This design comes from an exercise in tuning for small area on the open sky130 flow, not from production work. Function was not checked in any run shown here: the RTL went through the layout flow alone. Power and IR drop assume default switching activity.

<file path="flow/config.mk">
export PLATFORM = sky130hd
export DESIGN_NAME = bmp280_spi_uart_v2005
export DESIGN_NICKNAME = bmp280_spi_uart_v2005
export VERILOG_FILES = /design/flow/design.v
export SDC_FILE = /design/flow/constraint.sdc
export NUM_CORES = 8
export LEC_CHECK = 0
export ABC_AREA = 1
export CAP_MARGIN = 20
export CORE_MARGIN = 2
export CORE_UTILIZATION = 33
export GPL_TIMING_DRIVEN = 0
export PLACE_DENSITY = 0.5
export SLEW_MARGIN = 20
export SYNTH_MEMORY_MAX_BITS = 16384
</file>
<file path="flow/constraint.sdc">
create_clock -name core_clock -period 1000.0 [get_ports {clk}]
set_input_delay 200.0000 -clock core_clock [delete_from_list [all_inputs] [get_ports {clk}]]
set_output_delay 200.0000 -clock core_clock [all_outputs]
set_load 0.01 [all_outputs]
</file>
<file path="flow/design.v">
module bmp280_spi_uart_v2005
#(
  parameter CLK_HZ = 50000,
  parameter BAUD   = 5000,
  parameter SCK_HZ = 12500
)(
  input  wire clk,
  input  wire rst_n,
  output wire spi_csn,
  output wire spi_sck,
  output wire spi_mosi,
  input  wire spi_miso,
  output wire uart_tx
);
  reg [6:0] g;                  
  wire [5:0] t = g[5:0];
  wire eow = (t == 6'd63);
  reg [6:0] pc;
  reg [7:0] j;
  reg first, f2;
  reg sp;
  wire [1:0] cls;
  wire [4:0] xs;
  wire [3:0] ys;
  wire [3:0] ki;
  wire [2:0] msrc;
  wire [3:0] jc;
  wire [1:0] jend;
  wire mmul;
  wire fsub;
  wire clr;
  wire mdiv;
  wire mdve;
  wire md10;
  wire conv;
  wire isT;
  wire [1:0] subm;
  wire dA;
  wire dB;
  wire dC;
  wire dD;
  wire whi;
  wire bsx;
  wire xinv;
  wire ltsign;
  wire lnz;
  wire ldsign;
  wire nzg;
  wire [7:0] chr;
  wire [1:0] ctype;
  wire pre_en;
  wire pre_hex;
  wire [3:0] pre_idx;
  wire [2:0] spit;
  wire lastpc;
  assign cls[0] = (pc == 7'd1) | (pc == 7'd19) | (pc == 7'd28) | (pc == 7'd29) | (pc == 7'd30) | (pc == 7'd31) | (pc == 7'd32) | (pc == 7'd33) | (pc == 7'd35) | (pc == 7'd104);
  assign cls[1] = (pc == 7'd0) | (pc == 7'd2) | (pc == 7'd3) | (pc == 7'd4) | (pc == 7'd5) | (pc == 7'd6) | (pc == 7'd7) | (pc == 7'd8) | (pc == 7'd9) | (pc == 7'd10) | (pc == 7'd11) | (pc == 7'd12) | (pc == 7'd13) | (pc == 7'd14) | (pc == 7'd15) | (pc == 7'd16) | (pc == 7'd17) | (pc == 7'd18) | (pc == 7'd19) | (pc == 7'd20) | (pc == 7'd21) | (pc == 7'd22) | (pc == 7'd23) | (pc == 7'd24) | (pc == 7'd25) | (pc == 7'd26) | (pc == 7'd27) | (pc == 7'd28) | (pc == 7'd30) | (pc == 7'd31) | (pc == 7'd32) | (pc == 7'd35) | (pc == 7'd84) | (pc == 7'd85) | (pc == 7'd86) | (pc == 7'd87) | (pc == 7'd88) | (pc == 7'd89) | (pc == 7'd90) | (pc == 7'd91) | (pc == 7'd92) | (pc == 7'd93) | (pc == 7'd94) | (pc == 7'd95) | (pc == 7'd96) | (pc == 7'd97) | (pc == 7'd98) | (pc == 7'd99) | (pc == 7'd100) | (pc == 7'd101) | (pc == 7'd102) | (pc == 7'd103);
  assign xs[0] = (pc == 7'd37) | (pc == 7'd38) | (pc == 7'd42) | (pc == 7'd47) | (pc == 7'd48) | (pc == 7'd50) | (pc == 7'd54) | (pc == 7'd56) | (pc == 7'd62) | (pc == 7'd69) | (pc == 7'd71) | (pc == 7'd73) | (pc == 7'd76) | (pc == 7'd77) | (pc == 7'd78) | (pc == 7'd79) | (pc == 7'd82);
  assign xs[1] = (pc == 7'd40) | (pc == 7'd46) | (pc == 7'd47) | (pc == 7'd56) | (pc == 7'd69) | (pc == 7'd73) | (pc == 7'd75) | (pc == 7'd79) | (pc == 7'd82);
  assign xs[2] = (pc == 7'd36) | (pc == 7'd37) | (pc == 7'd40) | (pc == 7'd46) | (pc == 7'd47) | (pc == 7'd56) | (pc == 7'd60) | (pc == 7'd62) | (pc == 7'd64) | (pc == 7'd69) | (pc == 7'd81);
  assign xs[3] = (pc == 7'd44) | (pc == 7'd46) | (pc == 7'd47) | (pc == 7'd56) | (pc == 7'd62) | (pc == 7'd64) | (pc == 7'd73) | (pc == 7'd75) | (pc == 7'd78) | (pc == 7'd81);
  assign xs[4] = (pc == 7'd45) | (pc == 7'd48);
  assign ys[0] = (pc == 7'd19) | (pc == 7'd28) | (pc == 7'd30) | (pc == 7'd31) | (pc == 7'd32) | (pc == 7'd35) | (pc == 7'd36) | (pc == 7'd37) | (pc == 7'd38) | (pc == 7'd41) | (pc == 7'd43) | (pc == 7'd49) | (pc == 7'd51) | (pc == 7'd52) | (pc == 7'd54) | (pc == 7'd57) | (pc == 7'd61) | (pc == 7'd67) | (pc == 7'd68) | (pc == 7'd74) | (pc == 7'd76) | (pc == 7'd80);
  assign ys[1] = (pc == 7'd19) | (pc == 7'd28) | (pc == 7'd30) | (pc == 7'd31) | (pc == 7'd32) | (pc == 7'd35) | (pc == 7'd39) | (pc == 7'd44) | (pc == 7'd47) | (pc == 7'd53) | (pc == 7'd54) | (pc == 7'd55) | (pc == 7'd57) | (pc == 7'd59) | (pc == 7'd62) | (pc == 7'd63) | (pc == 7'd65) | (pc == 7'd67) | (pc == 7'd68) | (pc == 7'd70) | (pc == 7'd72) | (pc == 7'd74) | (pc == 7'd75) | (pc == 7'd76) | (pc == 7'd77);
  assign ys[2] = (pc == 7'd19) | (pc == 7'd28) | (pc == 7'd30) | (pc == 7'd31) | (pc == 7'd32) | (pc == 7'd35) | (pc == 7'd36) | (pc == 7'd37) | (pc == 7'd38) | (pc == 7'd43) | (pc == 7'd46) | (pc == 7'd51) | (pc == 7'd56) | (pc == 7'd58) | (pc == 7'd77);
  assign ys[3] = (pc == 7'd45) | (pc == 7'd60) | (pc == 7'd79) | (pc == 7'd82);
  assign ki[0] = (pc == 7'd39) | (pc == 7'd52) | (pc == 7'd59) | (pc == 7'd63) | (pc == 7'd72) | (pc == 7'd77);
  assign ki[1] = (pc == 7'd43) | (pc == 7'd51) | (pc == 7'd52) | (pc == 7'd63) | (pc == 7'd72) | (pc == 7'd74);
  assign ki[2] = (pc == 7'd51) | (pc == 7'd52) | (pc == 7'd59) | (pc == 7'd61);
  assign ki[3] = (pc == 7'd53) | (pc == 7'd55) | (pc == 7'd72) | (pc == 7'd74) | (pc == 7'd77);
  assign msrc[0] = (pc == 7'd39) | (pc == 7'd52) | (pc == 7'd53) | (pc == 7'd55) | (pc == 7'd59) | (pc == 7'd61) | (pc == 7'd63) | (pc == 7'd70) | (pc == 7'd72) | (pc == 7'd74);
  assign msrc[1] = (pc == 7'd39) | (pc == 7'd52) | (pc == 7'd53) | (pc == 7'd55) | (pc == 7'd59) | (pc == 7'd61) | (pc == 7'd63) | (pc == 7'd65) | (pc == 7'd72) | (pc == 7'd74);
  assign msrc[2] = (pc == 7'd57);
  assign jc[0] = (pc == 7'd28) | (pc == 7'd29) | (pc == 7'd38) | (pc == 7'd51) | (pc == 7'd54) | (pc == 7'd56) | (pc == 7'd58) | (pc == 7'd60) | (pc == 7'd64) | (pc == 7'd69) | (pc == 7'd71) | (pc == 7'd73) | (pc == 7'd81);
  assign jc[1] = (pc == 7'd0) | (pc == 7'd18) | (pc == 7'd27) | (pc == 7'd28) | (pc == 7'd29) | (pc == 7'd30) | (pc == 7'd31) | (pc == 7'd38) | (pc == 7'd42) | (pc == 7'd48) | (pc == 7'd58) | (pc == 7'd60) | (pc == 7'd69) | (pc == 7'd71) | (pc == 7'd73) | (pc == 7'd78) | (pc == 7'd103);
  assign jc[2] = (pc == 7'd0) | (pc == 7'd18) | (pc == 7'd27) | (pc == 7'd29) | (pc == 7'd30) | (pc == 7'd31) | (pc == 7'd32) | (pc == 7'd34) | (pc == 7'd38) | (pc == 7'd56) | (pc == 7'd58) | (pc == 7'd60) | (pc == 7'd64) | (pc == 7'd71) | (pc == 7'd73) | (pc == 7'd103);
  assign jc[3] = (pc == 7'd29) | (pc == 7'd34) | (pc == 7'd40) | (pc == 7'd42) | (pc == 7'd48) | (pc == 7'd51) | (pc == 7'd52) | (pc == 7'd62) | (pc == 7'd64) | (pc == 7'd69) | (pc == 7'd103);
  assign jend[0] = (pc == 7'd53);
  assign jend[1] = (pc == 7'd43);
  assign mmul = (pc == 7'd39) | (pc == 7'd41) | (pc == 7'd43) | (pc == 7'd49) | (pc == 7'd52) | (pc == 7'd53) | (pc == 7'd55) | (pc == 7'd57) | (pc == 7'd59) | (pc == 7'd61) | (pc == 7'd63) | (pc == 7'd70) | (pc == 7'd72) | (pc == 7'd74);
  assign fsub = (pc == 7'd39) | (pc == 7'd41) | (pc == 7'd43) | (pc == 7'd49) | (pc == 7'd52) | (pc == 7'd53) | (pc == 7'd57) | (pc == 7'd59) | (pc == 7'd61) | (pc == 7'd63) | (pc == 7'd70) | (pc == 7'd72) | (pc == 7'd74);
  assign clr = (pc == 7'd39) | (pc == 7'd41) | (pc == 7'd43) | (pc == 7'd49) | (pc == 7'd57) | (pc == 7'd59) | (pc == 7'd61) | (pc == 7'd63) | (pc == 7'd65) | (pc == 7'd70) | (pc == 7'd72) | (pc == 7'd74);
  assign mdiv = (pc == 7'd65);
  assign mdve = (pc == 7'd66);
  assign md10 = (pc == 7'd79) | (pc == 7'd82);
  assign conv = (pc == 7'd78) | (pc == 7'd79) | (pc == 7'd81) | (pc == 7'd82);
  assign isT = (pc == 7'd82);
  assign subm[0] = (pc == 7'd36) | (pc == 7'd37) | (pc == 7'd38) | (pc == 7'd45) | (pc == 7'd56) | (pc == 7'd67) | (pc == 7'd79) | (pc == 7'd82);
  assign subm[1] = (pc == 7'd58) | (pc == 7'd67);
  assign dA = (pc == 7'd34) | (pc == 7'd37) | (pc == 7'd39) | (pc == 7'd41) | (pc == 7'd43) | (pc == 7'd44) | (pc == 7'd47) | (pc == 7'd49) | (pc == 7'd51) | (pc == 7'd52) | (pc == 7'd53) | (pc == 7'd54) | (pc == 7'd55) | (pc == 7'd57) | (pc == 7'd59) | (pc == 7'd61) | (pc == 7'd63) | (pc == 7'd65) | (pc == 7'd68) | (pc == 7'd70) | (pc == 7'd72) | (pc == 7'd74) | (pc == 7'd75) | (pc == 7'd76) | (pc == 7'd77) | (pc == 7'd78) | (pc == 7'd79) | (pc == 7'd80) | (pc == 7'd81) | (pc == 7'd82);
  assign dB = (pc == 7'd36) | (pc == 7'd42) | (pc == 7'd45) | (pc == 7'd48);
  assign dC = (pc == 7'd38) | (pc == 7'd40) | (pc == 7'd46) | (pc == 7'd50) | (pc == 7'd60) | (pc == 7'd62) | (pc == 7'd64) | (pc == 7'd69) | (pc == 7'd71) | (pc == 7'd73);
  assign dD = (pc == 7'd34) | (pc == 7'd56) | (pc == 7'd58) | (pc == 7'd67);
  assign whi = (pc == 7'd48);
  assign bsx = (pc == 7'd49) | (pc == 7'd52) | (pc == 7'd61);
  assign xinv = (pc == 7'd81);
  assign ltsign = (pc == 7'd47);
  assign lnz = (pc == 7'd64);
  assign ldsign = (pc == 7'd58);
  assign nzg = (pc == 7'd78);
  assign chr[0] = (pc == 7'd3) | (pc == 7'd9) | (pc == 7'd11) | (pc == 7'd17) | (pc == 7'd20) | (pc == 7'd22) | (pc == 7'd85) | (pc == 7'd86) | (pc == 7'd94) | (pc == 7'd102);
  assign chr[1] = (pc == 7'd2) | (pc == 7'd5) | (pc == 7'd9) | (pc == 7'd13) | (pc == 7'd14) | (pc == 7'd18) | (pc == 7'd27) | (pc == 7'd90) | (pc == 7'd103);
  assign chr[2] = (pc == 7'd3) | (pc == 7'd13) | (pc == 7'd17) | (pc == 7'd21) | (pc == 7'd22) | (pc == 7'd84) | (pc == 7'd85) | (pc == 7'd86) | (pc == 7'd90) | (pc == 7'd94) | (pc == 7'd102);
  assign chr[3] = (pc == 7'd3) | (pc == 7'd6) | (pc == 7'd11) | (pc == 7'd18) | (pc == 7'd20) | (pc == 7'd22) | (pc == 7'd24) | (pc == 7'd27) | (pc == 7'd85) | (pc == 7'd86) | (pc == 7'd90) | (pc == 7'd94) | (pc == 7'd102) | (pc == 7'd103);
  assign chr[4] = (pc == 7'd4) | (pc == 7'd5) | (pc == 7'd6) | (pc == 7'd7) | (pc == 7'd9) | (pc == 7'd10) | (pc == 7'd13) | (pc == 7'd14) | (pc == 7'd15) | (pc == 7'd16) | (pc == 7'd17) | (pc == 7'd22) | (pc == 7'd23) | (pc == 7'd24) | (pc == 7'd84) | (pc == 7'd85) | (pc == 7'd93) | (pc == 7'd94) | (pc == 7'd101);
  assign chr[5] = (pc == 7'd5) | (pc == 7'd6) | (pc == 7'd7) | (pc == 7'd8) | (pc == 7'd12) | (pc == 7'd13) | (pc == 7'd14) | (pc == 7'd15) | (pc == 7'd16) | (pc == 7'd17) | (pc == 7'd22) | (pc == 7'd23) | (pc == 7'd24) | (pc == 7'd85) | (pc == 7'd86) | (pc == 7'd90) | (pc == 7'd92) | (pc == 7'd94);
  assign chr[6] = (pc == 7'd2) | (pc == 7'd3) | (pc == 7'd4) | (pc == 7'd9) | (pc == 7'd10) | (pc == 7'd11) | (pc == 7'd13) | (pc == 7'd20) | (pc == 7'd21) | (pc == 7'd24) | (pc == 7'd84) | (pc == 7'd93) | (pc == 7'd101);
  assign chr[7] = 1'b0;
  assign ctype[0] = (pc == 7'd86) | (pc == 7'd87) | (pc == 7'd88) | (pc == 7'd89) | (pc == 7'd91) | (pc == 7'd95) | (pc == 7'd96) | (pc == 7'd97) | (pc == 7'd98) | (pc == 7'd99) | (pc == 7'd100);
  assign ctype[1] = (pc == 7'd25) | (pc == 7'd26) | (pc == 7'd86);
  assign pre_en = (pc == 7'd24) | (pc == 7'd25) | (pc == 7'd86) | (pc == 7'd87) | (pc == 7'd88) | (pc == 7'd90) | (pc == 7'd94) | (pc == 7'd95) | (pc == 7'd96) | (pc == 7'd97) | (pc == 7'd98) | (pc == 7'd99);
  assign pre_hex = (pc == 7'd24) | (pc == 7'd25);
  assign pre_idx[0] = (pc == 7'd24) | (pc == 7'd87) | (pc == 7'd90) | (pc == 7'd95) | (pc == 7'd97) | (pc == 7'd99);
  assign pre_idx[1] = (pc == 7'd24) | (pc == 7'd25) | (pc == 7'd88) | (pc == 7'd90) | (pc == 7'd96) | (pc == 7'd97);
  assign pre_idx[2] = (pc == 7'd24) | (pc == 7'd25) | (pc == 7'd98) | (pc == 7'd99);
  assign pre_idx[3] = (pc == 7'd24) | (pc == 7'd25) | (pc == 7'd86) | (pc == 7'd87) | (pc == 7'd88) | (pc == 7'd90);
  assign spit[0] = (pc == 7'd28) | (pc == 7'd31) | (pc == 7'd35);
  assign spit[1] = (pc == 7'd30) | (pc == 7'd31);
  assign spit[2] = (pc == 7'd32) | (pc == 7'd35);
  assign lastpc = (pc == 7'd104);
  wire cbit = ((pc == 7'd45) & ((t == 6'd10) | (t == 6'd12) | (t == 6'd13) | (t == 6'd14) | (t == 6'd15) | (t == 6'd16))) | ((pc == 7'd47) & ((t == 6'd7))) | ((pc == 7'd56) & ((t == 6'd51))) | ((pc == 7'd60) & ((t == 6'd47)));
  reg [7:0] jsn;
  always @* case (jc)
    4'd0: jsn = 8'd0;
    4'd1: jsn = 8'd3;
    4'd2: jsn = 8'd5;
    4'd3: jsn = 8'd6;
    4'd4: jsn = 8'd12;
    4'd5: jsn = 8'd13;
    4'd6: jsn = 8'd15;
    4'd7: jsn = 8'd16;
    4'd8: jsn = 8'd17;
    4'd9: jsn = 8'd18;
    4'd10: jsn = 8'd33;
    4'd11: jsn = 8'd52;
    4'd12: jsn = 8'd55;
    4'd13: jsn = 8'd64;
    4'd14: jsn = 8'd75;
    4'd15: jsn = 8'd199;
    default: jsn = 8'd0;
  endcase
  reg [63:0] A, B, C, D;
  reg [191:0] KR;               
  reg Aprev, sxf, ks, mcap, m, cy, q1, q2, c5, rsign, dsign, tsign, nz, z0;
  reg [2:0] r5;
  reg [3:0] dg;
  wire isALU  = (cls == 2'd0);
  wire isCHAR = (cls == 2'd2);
  wire isSPI  = (cls == 2'd3);
  wire raw    = (spit == 3'd5);
  wire bitend = raw ? eow : (t[4:0] == 5'd31);
  wire sbits  = isSPI & ~sp;
  assign spi_csn = ~sbits;
  assign spi_sck = sbits & (raw ? t[5] : t[4]);
  reg [7:0] cmdb, datb; reg [4:0] cmdpos;
  always @* begin
    case (spit)
      3'd0: begin cmdb = 8'hD0; datb = 8'h00; cmdpos = 5'd1;  end
      3'd1: begin cmdb = 8'h60; datb = 8'hB6; cmdpos = 5'd1;  end
      3'd2: begin cmdb = 8'h88; datb = 8'h00; cmdpos = 5'd24; end
      3'd3: begin cmdb = 8'h74; datb = 8'h27; cmdpos = 5'd1;  end
      3'd4: begin cmdb = 8'h75; datb = 8'h00; cmdpos = 5'd1;  end
      default: begin cmdb = 8'hF7; datb = 8'h00; cmdpos = 5'd6; end
    endcase
  end
  assign spi_mosi = (j[7:3] == cmdpos) ? cmdb[j[2:0]] : ((j[7:3] == 5'd0) ? datb[j[2:0]] : 1'b0);
  wire calw = sbits & ((spit == 3'd0) | (spit == 3'd2)) & ~(j[7] & j[6]) & t[4] & (t[3:0] == {~j[3], j[2:0]});
  wire rawt = sbits & raw & (t == j[5:0]);
  wire rawA = rawt & (j[7:3] < 5'd3);
  wire rawD = rawt & ((j[7:3] == 5'd5) | (j[7:3] == 5'd4) | ((j[7:3] == 5'd3) & j[2]));
  wire last = (j == ((jend == 2'd1) ? 8'd3 : (jend == 2'd2) ? 8'd12 : 8'd0));
  reg adv;
  always @* begin
    adv = 1'b0;
    case (cls)
      2'd0, 2'd1: adv = eow & last;
      2'd2: adv = (g == 7'd127);
      default: adv = sp & (g == 7'd127);
    endcase
  end
  always @(posedge clk or negedge rst_n) begin
    if (!rst_n) begin
      g <= 7'd0; pc <= 7'd0;
    end else begin
      g <= g + 7'd1;
      if (adv) pc <= lastpc ? 7'd34 : pc + 7'd1;
    end
  end
  always @(posedge clk) begin : seq
      case (cls)
        2'd0, 2'd1: if (eow & ~last) j <= j - 8'd1;
        2'd2: ;
        default:
          if (!sp) begin
            if (bitend) begin if (j == 8'd0) sp <= 1'b1; else j <= j - 8'd1; end
          end
      endcase
      if (adv) begin
        j <= jsn; first <= 1'b1; f2 <= 1'b0; sp <= 1'b0;
      end else if (eow) begin first <= 1'b0; f2 <= first; end
  end
  wire [11:0] kout;
  genvar gi;
  generate for (gi = 0; gi < 12; gi = gi + 1) begin : kr
    assign kout[gi] = KR[16*gi+15];
    wire we = calw & (j[7:4] == (4'd11 - gi));
    always @(posedge clk) KR[16*gi +: 16] <= {KR[16*gi +: 15], we ? spi_miso : KR[16*gi+15]};
  end endgenerate
  wire ko  = kout[ki];
  wire ksg = (ki != 4'd0) & (ki != 4'd3);      
  wire lo16 = (t[5:4] == 2'b00);
  wire kst = lo16 ? ko : (ksg & ks);
  wire muldiv = mmul | mdiv;
  wire [4:0] xe = muldiv ? ((f2 & clr) ? 5'd0 : 5'd2) : xs;
  wire setup = muldiv & first;           
  reg xr, xm;
  always @* begin
    case (xe)
      5'd1:  xr = A[63];
      5'd2:  xr = (t == 6'd0) ? (mdiv & m) : Aprev;
      5'd3:  xr = A[62];
      5'd4:  xr = A[55];
      5'd5:  xr = A[56];
      5'd6:  xr = A[52];
      5'd7:  xr = A[50];
      5'd8:  xr = A[49];
      5'd9:  xr = A[47];
      5'd10: xr = A[44];
      5'd11: xr = A[38];
      5'd12: xr = A[30];
      5'd13: xr = A[11];
      5'd14: xr = A[1];
      5'd15: xr = cbit;
      5'd16: xr = (t[5] == 1'b0) ? A[63] : sxf;
      5'd17: xr = A[24];
      default: xr = 1'b0;
    endcase
    case (xe)
      5'd3:  xm = (t == 6'd63);
      5'd4:  xm = (t >= 6'd56);
      5'd7:  xm = (t >= 6'd51);
      5'd9:  xm = t[5] | ~nz;
      5'd10: xm = (t >= 6'd45);
      5'd11: xm = (t >= 6'd39);
      5'd12: xm = (t >= 6'd31);
      5'd13: xm = (t < 6'd12);
      5'd14: xm = (t < 6'd2);
      default: xm = 1'b0;
    endcase
  end
  wire xiv = xinv & tsign;
  wire X = (xr ^ xiv) & ~xm;
  wire dgs = (t == 6'd0) ? dg[1] : (t == 6'd1) ? dg[2] : (t == 6'd2) ? dg[3] : 1'b0;
  reg yr;
  always @* case (ys)
    4'd1: yr = (bsx & (t > 6'd32)) ? sxf : B[63];
    4'd2: yr = C[63];
    4'd3: yr = D[63];
    4'd4: yr = A[63];
    4'd5: yr = kst;
    4'd6: yr = (t < 6'd12) ? 1'b0 : (t < 6'd28) ? KR[16*9+11] : ks;
    4'd7: yr = spi_miso;
    4'd8: yr = md10 ? dgs : cbit;
    default: yr = 1'b0;
  endcase
  reg sub;
  always @* begin
    if (mmul) sub = f2 & fsub;
    else if (mdiv) sub = f2 | ~rsign;
    else case (subm) 2'd1: sub = 1'b1; 2'd2: sub = rsign; 2'd3: sub = dsign; default: sub = 1'b0; endcase
  end
  wire yg  = mmul ? (yr & m) : yr;
  wire Y   = yg ^ sub;
  wire cin = (t == 6'd0) ? (sub | xiv) : cy;
  wire Z   = X ^ Y ^ cin;
  wire q   = Z ^ q2 ^ c5;
  wire W   = md10 ? q : Z;
  wire [2:0] msel = msrc;
  wire [7:0] jn = j - 8'd1;
  reg mbit;
  wire c3125 = (t == 6'd0) | (t == 6'd2) | (t == 6'd4) | (t == 6'd5) | (t == 6'd10) | (t == 6'd11);
  always @* case (msel)
    3'd0: mbit = B[63]; 3'd1: mbit = C[63]; 3'd2: mbit = D[63]; 3'd3: mbit = kst; default: mbit = c3125;
  endcase
  wire capt = (t == jn[5:0]);
  wire digst = isALU & md10 & (t[5:2] == {isT, j[2:0]});
  wire qwr   = isALU & ((mdiv & ~first & ~f2 & (t == j[5:0] + 6'd1)) | (mdve & (t == 6'd0)));
  wire weA = (isALU & dA & ~setup) | rawA;
  wire weB = (isALU & dB & (~whi | (t > 6'd32))) | digst;
  wire weC = isALU & dC;
  wire weD = (isALU & dD) | rawD | qwr;
  always @(posedge clk) begin
    A  <= {A[62:0], weA ? W : A[63]};
    B  <= {B[62:0], weB ? (digst ? dg[t[1:0]] : W) : B[63]};
    C  <= {C[62:0], weC ? W : C[63]};
    D  <= {D[62:0], weD ? (qwr ? ~rsign : W) : D[63]};
  end
  reg [2:0] r5n; reg [2:0] wt;
  wire [3:0] r5s = {1'b0, r5} + {1'b0, wt};
  always @* begin
    case (t[1:0]) 2'd0: wt = 3'd1; 2'd1: wt = 3'd2; 2'd2: wt = 3'd4; default: wt = 3'd3; endcase
    if (t == 6'd0) r5n = {2'b00, W};
    else if (!W) r5n = r5;
    else r5n = r5s[3:0] >= 4'd5 ? r5s - 4'd5 : r5s[2:0];
  end
  wire [3:0] crt = (r5[0] == z0) ? {1'b0, r5} : ({1'b0, r5} + 4'd5);
  always @(posedge clk) begin
    Aprev <= A[63];
    cy <= (X & Y) | (X & cin) | (Y & cin);
    if (eow) begin q1 <= 1'b0; q2 <= 1'b0; c5 <= 1'b0; end
    else begin q1 <= q; q2 <= q1; c5 <= (q & q2) | (q & c5) | (q2 & c5); end
    if (bsx ? (t == 6'd32) : (t == 6'd31)) sxf <= bsx ? B[63] : A[63];
    if (t == 6'd15) ks <= ko;
    if (capt) mcap <= mbit;
    if (eow) m <= (jn[5:0] == 6'd63) ? mbit : mcap;
    if (eow) rsign <= W;
    if (isALU & ldsign & (t == 6'd0)) dsign <= rsign;
    if (isALU & ltsign & (t == 6'd39)) tsign <= W;
    if (isALU & lnz) nz <= (t == 6'd0) ? W : (nz | W);
    r5 <= r5n;
    if (t == 6'd0) z0 <= W;
    if (isALU & conv & eow) dg <= crt;
    else if (isCHAR & pre_en & g[6] & (t[5:2] == pre_idx)) dg <= {pre_hex ? kout[11] : B[63], dg[3:1]};
  end
  reg [2:0] bidx;
  always @* begin
    if (g < 7'd24) bidx = 3'd0;
    else if (g < 7'd35) bidx = 3'd1;
    else if (g < 7'd46) bidx = 3'd2;
    else if (g < 7'd57) bidx = 3'd3;
    else if (g < 7'd68) bidx = 3'd4;
    else if (g < 7'd79) bidx = 3'd5;
    else if (g < 7'd90) bidx = 3'd6;
    else bidx = 3'd7;
  end
  wire hexa = dg[3] & (dg[2] | dg[1]);
  wire [7:0] chv = (ctype == 2'd1 || (ctype == 2'd2 && !hexa)) ? {4'h3, dg} :
                   (ctype == 2'd2) ? {4'h4, dg + 4'd7} : chr;
  wire emit = isCHAR & ~((ctype == 2'd3) & ~tsign) & (pc != 7'd0);
  wire ustart = (g < 7'd13);
  wire ustop  = (g >= 7'd101);
  assign uart_tx = ~emit | (~ustart & (ustop | chv[bidx]));
endmodule
</file>
<file path="flow/flow/run.sh">
#!/bin/bash
# Own layout flow:
#  1. the standard synthesis (standard.sh synth), unchanged;
#  2. its combinational logic re-mapped for area with a stronger ABC script
#     (resynth.ys, opt.abc); every register instance is kept as it is, same
#     name and cell;
#  3. the standard layout from that netlist, with clock tree synthesis
#     using clkbuf_8 clusters and no dummy loads.
# Each tool's output goes to a log file of its own in this folder.
set -euo pipefail
W=$PWD
R=$W/orfs/results/$FLOW_PLATFORM/bmp280_spi_uart_v2005/base
L=$W/orfs/logs/$FLOW_PLATFORM/bmp280_spi_uart_v2005/base
bash standard.sh synth > log_1_standard_synth.txt 2>&1
cp "$R/1_2_yosys.v" "$W/synth_standard.v"
LIB=$FLOW_HOME/platforms/$FLOW_PLATFORM/lib/sky130_fd_sc_hd__tt_025C_1v80.lib
DU=$(grep -o -- '-dont_use [A-Za-z0-9_]*' "$L/1_2_yosys.log" | sort -u | tr '\n' ' ')
YOSYS=$FLOW_HOME/../tools/install/yosys/bin/yosys
[ -x "$YOSYS" ] || YOSYS=yosys
sed -e "s|@LIB@|$LIB|g" -e "s|@DU@|$DU|g" -e "s|@IN@|$W/synth_standard.v|g" \
    -e "s|@OUT@|$W/synth_resynth.v|g" -e "s|@ABC@|$W/flow/opt.abc|g" -e "s|@TOP@|$FLOW_TOP|g" \
    flow/resynth.ys > "$W/resynth_run.ys"
"$YOSYS" -s "$W/resynth_run.ys" > log_2_resynth.txt 2>&1
cp "$W/synth_resynth.v" "$R/1_2_yosys.v"
rm -f "$R/1_synth.odb" "$R/1_synth.sdc"
bash standard.sh "CTS_ARGS=-sink_clustering_enable -repair_clock_nets -dont_use_dummy_load -buf_list sky130_fd_sc_hd__clkbuf_8 -sink_clustering_size 18 -sink_clustering_max_diameter 60" finish > log_3_standard_layout.txt 2>&1
</file>
<file path="flow/flow/opt.abc">
&get -n
&deepsyn -T 60
&put
dch -f
amap
strash
dch -f
amap
topo
</file>
<file path="flow/flow/resynth.ys">
# Re-map the combinational logic of the standard synthesis netlist for area.
# Register cells are kept as hierarchy (not flattened), so every register
# instance keeps its name and cell type.
read_liberty -ignore_miss_func @LIB@
read_verilog @IN@
hierarchy -top @TOP@
setattr -mod -set keep_hierarchy 1 sky130_fd_sc_hd__df* sky130_fd_sc_hd__edf* sky130_fd_sc_hd__sdf* sky130_fd_sc_hd__dl* sky130_fd_sc_hd__conb*
flatten
opt_clean
abc -liberty @LIB@ @DU@ -script @ABC@
opt_clean -purge
splitnets
opt_clean -purge
hilomap -singleton -hicell sky130_fd_sc_hd__conb_1 HI -locell sky130_fd_sc_hd__conb_1 LO
select @TOP@
stat -liberty @LIB@
write_verilog -noattr -nohex -nodec -selected @OUT@
</file>
<file path="flow/standard.sh">
#!/bin/bash
# synth_recipe.tcl (not shown) runs the flow's synth.tcl, then flattens the netlist and writes it again
# the make line also repeats each setting of config.mk as NAME=value (left out here)
make -C /OpenROAD-flow-scripts/flow DESIGN_CONFIG=/design/flow/config.mk WORK_HOME=/design/flow/orfs CLKGATE_MAP_FILE= SYNTH_SCRIPT=/design/flow/synth_recipe.tcl "${@:-finish}"
</file>
==> flow_summary.ini, run 1 <==
[outcome]
run_status = finished clean

[sta]
final.min_clock_period_ns = 207.51
setup_viol = 0
maxClockFrequency_mhz = 4.82
report.final.hold_viol_count = 0
relSlewSlack_pct = 34.5
timing_worst_slew_pin_value_ns = 0.972
worst_hold_slack_ns = 0.259
grt_setup_unrepaired = no
fin_worst_skew_ns = 0.0976
tns_ns = 0
fin_crit_sh_pct = 20.8
post-route-worst-setup-slack_ns = 792.49
finalMaxSlewViolations = 0

[cts]
root_buffer_selected_by_cts = clkbuf_8
post_cts_buffers = 0
cts_max_path_buffers = 3
holdBufCountCts = 0
numClockSinks = 494
worstSkewPairLatency_ns = 0.61
clk_pin_slew_worst_paths_ns = 0.10
post_cts_resize_count = 0
cts_max_level = 2
cts_made_buffers = 38
clock_tree_from_tritoncts = yes

[floorplan]
fp.dieArea_sq_mm = 0.0435
fp.dieW_um = 209
starting_density_pct = 33.6
pin_count = 7
core_area_sq_mm = 0.0411
fp.dieH_um = 209
std_cell_rows = 74

[placed_design]
finalWeightedCongestion = 0.972
pre_cts_ws_ns = 793.42
post-dp-hpwl_um = 25500
port_buffers = 6

[power]
pwr_density_cell_mw_per_mm2 = 1.91
vdd.ir_drop.worst_mv = 0.00119
power.static_leakage_nw = 5.46
total_power_mw = 0.0288

[critical_path]
worst-r2r-cell-count = 24
cp_common_cell = nor2_1
worstReg2RegEnd = B[0]$_DFF_P_
critical_path.reg2reg.startpoint = pc[1]$_DFFE_PN0N_
crit_path_max_fanout = 19
path_cells = clkinv_1, nor2_1, clkinv_1, o21ai_0, nor2_1, a221oi_1, a311oi_1, o211ai_1, nor3_1, a32oi_1, o22a_1, nor3_1, nor2_1, nor2_1, a21o_1, nand4_1, clkdlybuf4s50_1
crit_slowest_cell = nor2_1
worst_ep_required_time_ns = 800.00
timing.critical_path.arrival_ns = 7.51
timing.critical_path.from = pc[1]$_DFFE_PN0N_
critical-path-top-delay-family = compound AO/OA/AOI/OAI gates
cp-start-kind = register
regToRegSetupSlack_ns = 991.76
worstSetupPathDepth = 17
end_kind = output pin
worst-setup-path-type = register to output pin
crit_path_end = uart_tx
worstPathBufferInverterCount = 3
worst_path_largest_cell_delay_ns = 1.02

[layout]
layout-drive-gt1-share_pct = 3.22
finish.utilization_pct = 36.7
final_net_count = 1277
p_r_area_growth_vs_syn_pct = 9.19

[route]
detail_route.vias_per_cell = 4.94
post-route-drc-count = 0
detail_routed_net_length_per_standard_cell_um = 19.5
drt-initial-drc-count = 818
routed-via-count = 8921
route.antenna.remaining_nets = 0
routed_wirelength_um = 35300
drt_pre_antenna_iters = 5

[yosys]
synth.cell_area_sq_mm = 0.0138
ys_warn_count = 1
syn-num-nets = 1229
post_syn_area_per_cell_sq_um = 11.3
netlist_instances = 1226

[grt]
antenna_found_initial = 2
grt_pass1_wl_um = 53100
grt_start_max_net_pins = 20
vias_in_the_first_global_route = 8560
globalRoute.totalOverflow = 0
grtUsageTotal_pct = 16.3

[hold_path]
hp-class = register to register

[flow_run]
maxCapViolations = 0
[registers in the layout, summed over array words and instances (netlist names), 3 cells and up, named ones only]
register	flops
KR	192
A	64
dg	4
B	64
g	7
r5	3
C	64
D	64
pc	7
j	8
[cells in the final DEF, fill, tap and decap left out, drive strengths merged, types with 12 or more instances in the layout]
cell	n
o21ai	55
dfxtp	458
dfrtp	14
o22ai	32
a21oi	58
a22oi	12
nor3	45
o21a	14
nand2	66
edfxtp	22
clkbuf	38
clkinv	115
nor2	198
[worst min path at each step]
stage,startpoint,endpoint,slack [ns],cells past startpoint
floorplan,A[9]$_DFF_P_,A[10]$_DFF_P_,0.31,0
global placement,KR[103]$_DFF_P_,KR[104]$_DFF_P_,0.31,0
detailed placement,B[23]$_DFF_P_,B[24]$_DFF_P_,0.31,0
CTS,KR[60]$_DFF_P_,KR[61]$_DFF_P_,0.25,0
global route,KR[60]$_DFF_P_,KR[61]$_DFF_P_,0.24,0
finish,KR[60]$_DFF_P_,KR[61]$_DFF_P_,0.26,0
[cell type report]
| cell class | instances | area (sq um) |
|---|---|---|
| fillers | 4147 | 26000 |
| flip-flops and latches | 494 | 10200 |
| multi-input cells | 617 | 3220 |
| well taps | 532 | 666 |
| clock buffers | 38 | 523 |
| inverters | 115 | 432 |
| repair buffers | 8 | 72.6 |
| diodes | 1 | 2.50 |
[stage by stage]
step | instance area, sq um | instances
6_report | 15100 | 1805
5_1_grt | 15100 | 1804
4_1_cts | 15100 | 1804
3_5_place_dp | 14600 | 1766
3_3_place_gp | 14500 | 1764
2_1_floorplan | 13800 | 1226
[per-layer routing]
metal	up-vias	global-route usage (%)	part of all wire, %
met5	-	0	0
met4	0	8.82	4.7
met3	90	3.46	7.2
met2	350	23.8	42
met1	4190	22.6	47
li1	4291	-	-
[power breakdown]
part | switching, mW | leakage (nW) | internal, mW
combinational | 0.0000221 | 1.14 | 0.00000698
clock | 0.00560 | 0.273 | 0.00342
sequential | 0 | 4.04 | 0.0198
total | 0.00562 | 5.46 | 0.0232
==> run 2, diff against run 1 <==
--- a/flow/config.mk
+++ b/flow/config.mk
@@ -10,5 +10,5 @@
 export CORE_MARGIN = 2
-export CORE_UTILIZATION = 33
+export CORE_UTILIZATION = 55
 export GPL_TIMING_DRIVEN = 0
-export PLACE_DENSITY = 0.5
+export PLACE_DENSITY = 0.7
 export SLEW_MARGIN = 20
==> flow_summary.ini, run 2 <==
[outcome]
run_status = finished clean

[sta]
grt_setup_unrepaired = no
setup_viol = 0
maxClockFrequency_mhz = 4.82
final.min_clock_period_ns = 207.40
fin_worst_skew_ns = 0.0957
finalMaxSlewViolations = 0
tns_ns = 0
fin_crit_sh_pct = 20.7
timing_worst_slew_pin_value_ns = 1.11
post-route-worst-setup-slack_ns = 792.60
report.final.hold_viol_count = 0
relSlewSlack_pct = 25.9

[grt]
vias_in_the_first_global_route = 8680
grtUsageTotal_pct = 26.2
grt_start_max_net_pins = 20
globalRoute.totalOverflow = 0
grt_pass1_wl_um = 51800
antenna_found_initial = 1

[placed_design]
port_buffers = 6
post-dp-hpwl_um = 24900
pre_cts_ws_ns = 793.51
finalWeightedCongestion = 1.03

[power]
clock_power_share_pct = 30.4
power_switching_share_pct = 19.1
power.static_leakage_nw = 5.44
power_report.internal_total_mw = 0.0230
pwr_density_cell_mw_per_mm2 = 1.92
total_power_mw = 0.0285
vdd.ir_drop.worst_mv = 0.00175
power.switching_mw = 0.00544
power.sequential.fraction_pct = 69.5
comb_power_share_pct = 0.1

[route]
drt-initial-drc-count = 925
routed_wirelength_um = 34100
drt_pre_antenna_iters = 5
detail_routed_net_length_per_standard_cell_um = 21.3
route.antenna.remaining_nets = 0
post-route-drc-count = 0
routed-via-count = 9013
detail_route.vias_per_cell = 5.64

[cts]
clock_tree_from_tritoncts = yes
worstSkewPairLatency_ns = 0.57
cts_made_buffers = 36
post_cts_buffers = 0
root_buffer_selected_by_cts = clkbuf_8
cts_max_level = 2
clk_pin_slew_worst_paths_ns = 0.10
numClockSinks = 494
cts_max_path_buffers = 3
holdBufCountCts = 0
post_cts_resize_count = 0

[critical_path]
regToRegSetupSlack_ns = 991.92
timing.critical_path.from = pc[0]$_DFFE_PN0N_
timing.critical_path.arrival_ns = 7.40
worst-setup-path-type = register to output pin
cp-start-kind = register
crit_path_max_fanout = 18
worst-r2r-cell-count = 19
worstReg2RegEnd = tsign$_DFFE_PP_
worst_ep_required_time_ns = 800.00
crit_path_end = uart_tx
critical_path.reg2reg.startpoint = pc[0]$_DFFE_PN0N_
end_kind = output pin

[yosys]
syn-num-nets = 1229
ys_warn_count = 1
netlist_instances = 1226
post_syn_area_per_cell_sq_um = 11.3
synth.cell_area_sq_mm = 0.0138

[floorplan]
fp.dieArea_sq_mm = 0.0264
starting_density_pct = 55.5
std_cell_rows = 58
pin_count = 7
fp.dieW_um = 163
core_area_sq_mm = 0.0249
fp.dieH_um = 163

[layout]
finish.utilization_pct = 59.5
layout-drive-gt1-share_pct = 3.00
registers.top_by_ff_count = KR
final.fill_count = 2034
p_r_area_growth_vs_syn_pct = 7.10
most_frequent_standard_cell_in_the_layout_excluding_fill_and_tap_cells = dfxtp_1
largest_reg_flops = 192
final_net_count = 1273
top_library_cells_by_usage_in_the_layout_fill_and_taps_aside = dfxtp_1, nor2_1, clkinv_1
diodes = 0

[flow_run]
maxCapViolations = 0

[hold_path]
hp-class = register to register
[run 2: how the worst min path moves through the flow]
stage	to	startpoint	cells after the start
2_1_floorplan	A[10]$_DFF_P_	A[9]$_DFF_P_	0
3_3_place_gp	KR[58]$_DFF_P_	KR[57]$_DFF_P_	0
3_5_place_dp	A[52]$_DFF_P_	A[51]$_DFF_P_	0
4_1_cts	A[14]$_DFF_P_	A[13]$_DFF_P_	0
5_1_grt	A[14]$_DFF_P_	A[13]$_DFF_P_	0
6_report	A[14]$_DFF_P_	A[13]$_DFF_P_	0
[run 2: through the flow]
stage          cell area [sq um]  hold WS [ns]  cells
2_1_floorplan              13800         0.310   1226
4_1_cts                    14800         0.291   1598
3_5_place_dp               14300         0.312   1562
5_1_grt                    14800         0.289   1598
3_3_place_gp               14300         0.310   1562
6_report                   14800         0.287   1598
[run 2: power groups by stage]
stage | registers, mW | clock network [mW] | logic, mW
after floorplan | 0.0202 | 0 | 0.00000121
after global placement | 0.0202 | 0 | 0.0000307
after detailed placement | 0.0202 | 0 | 0.0000311
after CTS | 0.0198 | 0.00892 | 0.0000314
after global routing | 0.0198 | 0.00956 | 0.0000327
final | 0.0198 | 0.00866 | 0.0000304
[run 2: metal layers]
metal / global-route usage (%) / wire length, um
met1: 37.1 / 15300
met2: 39.7 / 14800
met3: 4.89 / 2610
met4: 11.3 / 1430
met5: 0 / 11
[run 2: final cells by class]
cell class / count / area [sq um] / share of cell area (%)
clock buffer: 36 / 495 / 3.35
tap: 330 / 413 / 2.79
timing repair buffer: 6 / 60.1 / 0.406
sequential: 494 / 10200 / 68.8
inverter: 115 / 432 / 2.92
multi-input combinational: 617 / 3220 / 21.8
[run 2: critical path, stage by stage (launching register included)]
cell and delay (ns):
dfrtp_1 0.80, clkinv_1 0.73, nor2_1 0.92, clkinv_1 0.82
nor2_1 0.28, a221oi_1 0.13, a311oi_1 0.85, o211ai_1 0.26
nor3_1 0.44, a32oi_1 0.18, o22a_1 0.19, nor3_1 0.13
nor2_1 0.07, nor2_1 0.08, a21o_1 0.13, nand4_1 0.27
clkdlybuf4s50_1 0.58
==> run 3, diff against run 2 <==
--- a/flow/flow/run.sh
+++ b/flow/flow/run.sh
@@ -25,2 +25,2 @@
 rm -f "$R/1_synth.odb" "$R/1_synth.sdc"
-bash standard.sh "CTS_ARGS=-sink_clustering_enable -repair_clock_nets -dont_use_dummy_load -buf_list sky130_fd_sc_hd__clkbuf_8 -sink_clustering_size 18 -sink_clustering_max_diameter 60" finish > log_3_standard_layout.txt 2>&1
+bash standard.sh "CTS_ARGS=-sink_clustering_enable -repair_clock_nets -dont_use_dummy_load -buf_list sky130_fd_sc_hd__clkbuf_4 -sink_clustering_size 12 -sink_clustering_max_diameter 40" finish > log_3_standard_layout.txt 2>&1
--- a/flow/config.mk
+++ b/flow/config.mk
@@ -10,5 +10,5 @@
 export CORE_MARGIN = 2
-export CORE_UTILIZATION = 55
+export CORE_UTILIZATION = 33
 export GPL_TIMING_DRIVEN = 0
-export PLACE_DENSITY = 0.7
+export PLACE_DENSITY = 0.5
 export SLEW_MARGIN = 20
==> flow_summary.ini, run 3 <==
[outcome]
run_status = finished clean

[yosys]
syn-num-nets = 1229
synth.cell_area_sq_mm = 0.0138
netlist_instances = 1226
post_syn_area_per_cell_sq_um = 11.3
ys_warn_count = 1

[critical_path]
worst_ep_required_time_ns = 800.00
worst-r2r-cell-count = 24
worst-setup-path-type = register to output pin
timing.critical_path.from = pc[1]$_DFFE_PN0N_
regToRegSetupSlack_ns = 991.69
worstReg2RegEnd = B[0]$_DFF_P_
timing.critical_path.arrival_ns = 7.67
crit_path_max_fanout = 19
critical_path.reg2reg.startpoint = pc[1]$_DFFE_PN0N_
end_kind = output pin
cp-start-kind = register

[power]
vdd.ir_drop.worst_mv = 0.00125
power_switching_share_pct = 20.1
power.switching_mw = 0.00565
power.sequential.fraction_pct = 70.6
power_report.internal_total_mw = 0.0224
pwr_density_cell_mw_per_mm2 = 1.87
clock_power_share_pct = 29.3
power.static_leakage_nw = 5.44
comb_power_share_pct = 0.1

[layout]
final_net_count = 1296
most_frequent_standard_cell_in_the_layout_excluding_fill_and_tap_cells = dfxtp_1
largest_reg_flops = 192
finish.utilization_pct = 36.5
registers.top_by_ff_count = KR
p_r_area_growth_vs_syn_pct = 8.52
top_library_cells_by_usage_in_the_layout_fill_and_taps_aside = dfxtp_1, nor2_1, clkinv_1
layout-drive-gt1-share_pct = 4.65

[cts]
cts_made_buffers = 57
clk_pin_slew_worst_paths_ns = 0.10
worstSkewPairLatency_ns = 0.77
root_buffer_selected_by_cts = clkbuf_4
post_cts_resize_count = 0
cts_max_level = 2
clock_tree_from_tritoncts = yes
cts_max_path_buffers = 3
post_cts_buffers = 0
numClockSinks = 494
holdBufCountCts = 0

[grt]
vias_in_the_first_global_route = 8676
grtUsageTotal_pct = 16.4
grt_pass1_wl_um = 53600
antenna_found_initial = 3
globalRoute.totalOverflow = 0
grt_start_max_net_pins = 20

[floorplan]
starting_density_pct = 33.6
std_cell_rows = 74
fp.dieW_um = 209
fp.dieArea_sq_mm = 0.0435
pin_count = 7
core_area_sq_mm = 0.0411
fp.dieH_um = 209

[route]
post-route-drc-count = 0
drt-initial-drc-count = 916
routed_wirelength_um = 35400
route.antenna.remaining_nets = 0
drt_pre_antenna_iters = 5
detail_routed_net_length_per_standard_cell_um = 19.4
routed-via-count = 9091
detail_route.vias_per_cell = 4.98

[sta]
grt_setup_unrepaired = no
final.min_clock_period_ns = 207.67
maxClockFrequency_mhz = 4.82
report.final.hold_viol_count = 0
finalMaxSlewViolations = 0
tns_ns = 0
relSlewSlack_pct = 32.2
fin_worst_skew_ns = 0.0847
fin_crit_sh_pct = 20.8
setup_viol = 0
timing_worst_slew_pin_value_ns = 0.991

[hold_path]
hold_path_end = KR[159]$_DFF_P_
timing.hold.worst.start = KR[158]$_DFF_P_
hp-class = register to register
hold_path_depth = 0

[flow_run]
maxCapViolations = 0

[placed_design]
finalWeightedCongestion = 0.972
port_buffers = 6
post-dp-hpwl_um = 25500
==> run 3: stage by stage <==
stage / power, mW / setup slack, ns / cells / instance area (sq um) / hold slack (ns)
detailed placement: 0.0203 / 793.42 / 1766 / 14600 / 0.312
global route: 0.0295 / 791.90 / 1824 / 15000 / 0.247
floorplan: 0.0202 / 796.61 / 1226 / 13800 / 0.310
CTS: 0.0286 / 792.45 / 1823 / 15000 / 0.260
global placement: 0.0203 / 793.09 / 1764 / 14500 / 0.310
finish: 0.0281 / 792.33 / 1825 / 15000 / 0.253
==> run 3: power by group through the flow <==
stage	sequential (mW)	combinational [mW]	clock (mW)
after CTS	0.0198	0.0000317	0.00878
after global routing	0.0198	0.0000320	0.00961
after global placement	0.0202	0.0000319	0
after floorplan	0.0202	0.00000121	0
final	0.0198	0.0000302	0.00823
after detailed placement	0.0202	0.0000309	0
==> run 3: worst max path at each step <==
stage | end | slack (ns) | depth (start not counted)
floorplan | uart_tx | 796.61 | 15
global placement | uart_tx | 793.09 | 17
detailed placement | uart_tx | 793.42 | 17
CTS | uart_tx | 792.45 | 17
global route | uart_tx | 791.90 | 17
finish | uart_tx | 792.33 | 17
==> run 3: layer usage <==
layer	track usage, %	vias to the layer above	wire, um
li1	-	4348	-
met1	22.6	4291	16500
met2	23.9	350	14600
met3	3.83	102	2560
met4	9.01	0	1790
met5	0	-	0
==> run 3: layout make-up <==
| class | count | area, sq um |
|---|---|---|
| flip-flops and latches | 494 | 10200 |
| well taps | 532 | 666 |
| repair buffers | 8 | 72.6 |
| clock buffers | 57 | 428 |
| multi-input cells | 617 | 3220 |
| fillers | 4178 | 26100 |
| inverters | 115 | 432 |
| diodes | 2 | 5.00 |
==> run 3: worst max-delay path, stage by stage (launching register included) <==
cell             delay, ns
dfrtp_1               0.82
clkinv_1              0.91
nor2_1                1.03
clkinv_1              0.49
o21ai_0               0.48
nor2_1                0.07
a221oi_1              0.74
a311oi_1              0.37
o211ai_1              0.23
nor3_1                0.16
a32oi_1               0.28
o22a_1                0.15
nor3_1                0.04
nor2_1                0.13
nor2_1                0.05
a21o_1                0.16
nand4_1               0.18
clkdlybuf4s50_1       0.58

[static timing again, ports no longer ideal]
How much do the figures lean on ideal ports? The routed layouts below were timed once more, with nothing changed but the port constraints. Step 1 assumes that a clkbuf_16 drives the clock port and a buf_2 every other input. Step 2, shift: input delay + t, output delay - t, t = (earliest + latest rising clock arrival at the registers) / 2. This alone moves slack from input paths to output paths. Slacks: no drivers / after step 1 / after step 2; pairs: no drivers / after step 1.
run | shift t [ns] | slack for setup (ns) | worst slew at a driven data input, ns
run 1 | 0.610 | 792.486 / 792.441 / 793.051 | 0.04
run 2 | 0.567 | 792.599 / 792.554 / 793.121 | 0.03
run 3 | 0.773 | 792.329 / 792.284 / 793.058 | 0.04
After both steps every run listed still meets setup and hold.
